This is an optimization exercise on Yosys and OpenROAD, whose aim is small area, not a production implementation. Only simulation tests tie the RTL to the original design; equivalence was not proved.

fjord:
==> flow/design.v (excerpt) <==
module Cordic(
	input clk,
	input [12:0] x_0,
	input [12:0] y_0,
	input [12:0] z_0,
	output [12:0] x_N,
	output [12:0] y_N,
	output [12:0] z_N
);
	wire [12:0] xs0 = x_0, ys0 = y_0;
	wire [12:0] zs0 = z_0;
	wire d0 = zs0[12];   
	wire signed [12:0] xss0 = xs0, yss0 = ys0;
	wire [12:0] xsh0 = xss0 >>> 0, ysh0 = yss0 >>> 0;
	wire [12:0] bx0 = ysh0 ^ {13{~d0}}, by0 = xsh0 ^ {13{d0}};
	wire [12:0] xn0, yn0;
	wire cx0_3;
	CordicMachine #(.N(3), .FIRST(1)) ax0_0 (.a(xs0[2:0]), .b(bx0[2:0]), .ci(~d0), .s(xn0[2:0]), .co(cx0_3));
	wire cx0_6;
	CordicMachine #(.N(3), .FIRST(0)) ax0_1 (.a(xs0[5:3]), .b(bx0[5:3]), .ci(cx0_3), .s(xn0[5:3]), .co(cx0_6));
	wire cx0_9;
	CordicMachine #(.N(3), .FIRST(0)) ax0_2 (.a(xs0[8:6]), .b(bx0[8:6]), .ci(cx0_6), .s(xn0[8:6]), .co(cx0_9));
	wire cx0_13;
	CordicMachine #(.N(4), .FIRST(0)) ax0_3 (.a(xs0[12:9]), .b(bx0[12:9]), .ci(cx0_9), .s(xn0[12:9]), .co(cx0_13));
	wire cy0_3;
	CordicMachine #(.N(3), .FIRST(1)) ay0_0 (.a(ys0[2:0]), .b(by0[2:0]), .ci(d0), .s(yn0[2:0]), .co(cy0_3));
	wire cy0_6;
	CordicMachine #(.N(3), .FIRST(0)) ay0_1 (.a(ys0[5:3]), .b(by0[5:3]), .ci(cy0_3), .s(yn0[5:3]), .co(cy0_6));
	wire cy0_9;
  ...
Settings: LEC_CHECK=0, CAP_MARGIN=20, CORE_MARGIN=2, CORE_UTILIZATION=40, CTS_BUF_LIST=sky130_fd_sc_hd__clkbuf_8, CTS_CLUSTER_DIAMETER=100, CTS_CLUSTER_SIZE=18, SLEW_MARGIN=20; clock period 3.2 ns.
run.sh (not shown) runs the stock make flow with config.mk's settings and CLKGATE_MAP_FILE= SYNTH_SCRIPT=/design/flow/synth_recipe.tcl, a recipe that flattens the netlist after the stock synthesis.
> inputs changed (fjord -> raven)
- changing CTS_BUF_LIST from sky130_fd_sc_hd__clkbuf_8 to sky130_fd_sc_hd__clkbuf_4
- removing CTS_CLUSTER_DIAMETER (formerly 100)
- removing CTS_CLUSTER_SIZE (formerly 18)
Results
raven went all the way through the flow, and no timing, DRC or antenna check failed. The flow did not stop early for fjord: all stages ran, and the layout cleared the timing, design-rule and antenna checks. Minimum hold slack in raven is 0.051 ns lower than in fjord. [compare] base=fjord new=raven: via count of the first global-routing pass now sits higher; count of clock-buffer cells in the layout rose by about 500%; met2 track demand over resource held steady.
Input-level comparison between amber and raven:
- setting CTS_CLUSTER_SIZE to 18 for the first time
- setting GPL_TIMING_DRIVEN to 0 for the first time
- setting CTS_CLUSTER_DIAMETER to 100 for the first time
- changing CTS_BUF_LIST from sky130_fd_sc_hd__clkbuf_4 to sky130_fd_sc_hd__clkbuf_8
==> flow/flow/run.sh (new file) <==
#!/bin/bash
# Standard layout, but the port buffers that placement inserts use the smallest buffer cell.
set -euo pipefail
export BUFFER_PORTS_ARGS="-buffer_cell sky130_fd_sc_hd__buf_1"
bash standard.sh > standard.log 2>&1
==> flow/standard.sh (new file) <==
#!/bin/bash
# synth_recipe.tcl (not shown) runs the flow's synth.tcl, then flattens the netlist and writes it again
# the make line also repeats each setting of config.mk as NAME=value (left out here)
make -C /OpenROAD-flow-scripts/flow DESIGN_CONFIG=/design/flow/config.mk WORK_HOME=/design/flow/orfs CLKGATE_MAP_FILE= SYNTH_SCRIPT=/design/flow/synth_recipe.tcl "${@:-finish}"
removed: flow/run.sh
--- outcome ---
- In the flow results for raven and amber, the met2 usage in global routing is smaller on amber.
- Overall fraction of global-route tracks in use is higher on raven
- amber against raven: final wirelength -1600 µm; routability congestion estimate from global placement ~0 delta; hold slack -0.15 ns.
- On fraction of area in registers: amber sits above raven.
- Relative to raven, post-layout instance count excluding filler cells has decreased by 7.6% in amber.
Input-level comparison between quartz and amber:
- CTS_BUF_LIST changed from sky130_fd_sc_hd__clkbuf_8 to sky130_fd_sc_hd__clkbuf_16
- CTS_CLUSTER_SIZE changed from 18 to 24
==> flow/run.sh (new file) <==
#!/bin/bash
# synth_recipe.tcl (not shown) runs the flow's synth.tcl, then flattens the netlist and writes it again
# the make line also repeats each setting of config.mk as NAME=value (left out here)
make -C /OpenROAD-flow-scripts/flow DESIGN_CONFIG=/design/flow/config.mk WORK_HOME=/design/flow/orfs CLKGATE_MAP_FILE= SYNTH_SCRIPT=/design/flow/synth_recipe.tcl finish
removed: flow/flow/run.sh
removed: flow/standard.sh
Findings:
Compared with amber, in quartz hold slack climbed 0.20 ns, critical path depth shows no meaningful change, wire length after detailed routing increased 0.86%.
> inputs changed (quartz -> onyx)
- CTS_CLUSTER_SIZE changed from 24 to 32
- GPL_TIMING_DRIVEN removed (was 0)
--- outcome ---
Compare onyx and quartz | layout overhead on the synthesized area lower: quartz
First-pass GRT wire length up 1.5% in onyx wrt quartz
Looking only at total iterations of the first detailed-routing run, and setting everything else aside, the higher value of onyx and quartz goes to quartz.
Minimum setup slack in the final design deteriorates in onyx relative to quartz.
Taking quartz as the reference, in onyx non-clock buffer count saw an increase, final setup skew increased by 0.011 ns relative to the old numbers, core utilization rose by 0.42 points.
Modified inputs, sierra compared to onyx
- CTS_CLUSTER_SIZE now 16, was 32
- CTS_CLUSTER_DIAMETER now 60, was 100
- CTS_BUF_LIST now sky130_fd_sc_hd__clkbuf_8, was sky130_fd_sc_hd__clkbuf_16
### Flow results
Compared with onyx, sierra shows routed wire length that has gone up slightly.
sierra leaves more setup margin than onyx.
Compared with onyx, sierra shows global-route wire length before repair that has gone up slightly.
sierra: done, clean on timing, DRC and antenna

==> re-timing with driven ports <==
The flow's constraints put no driver on any port. The routed layouts listed below were extracted and timed again, unchanged, in two steps. Step 1, drivers: a clkbuf_16 drives clk and a buf_2 each remaining input, both assumed. Step 2, shift: input delay + t, output delay - t, t = (earliest + latest rising clock arrival at the registers) / 2. This alone moves slack from input paths to output paths. Three values: ideal, step 1, step 2; two values: the first two.
run	t (ns)	slack for setup (ns)	worst setup path after step 2
fjord	0.643	0.176 / 0.176 / -0.381	input to register
raven	0.833	0.173 / 0.173 / -0.385	input to register
amber	0.639	0.200 / 0.200 / -0.310	input to register
quartz	0.570	0.194 / 0.194 / -0.113	input to register
onyx	0.575	0.172 / 0.172 / -0.369	input to register
sierra	0.650	0.178 / 0.178 / -0.356	input to register
Met with ideal ports but missed after step 2: setup timing in every run listed. For raven, which loses most, drivers alone change the setup slack by 0.000 ns; drivers and shift together by -0.558 ns.
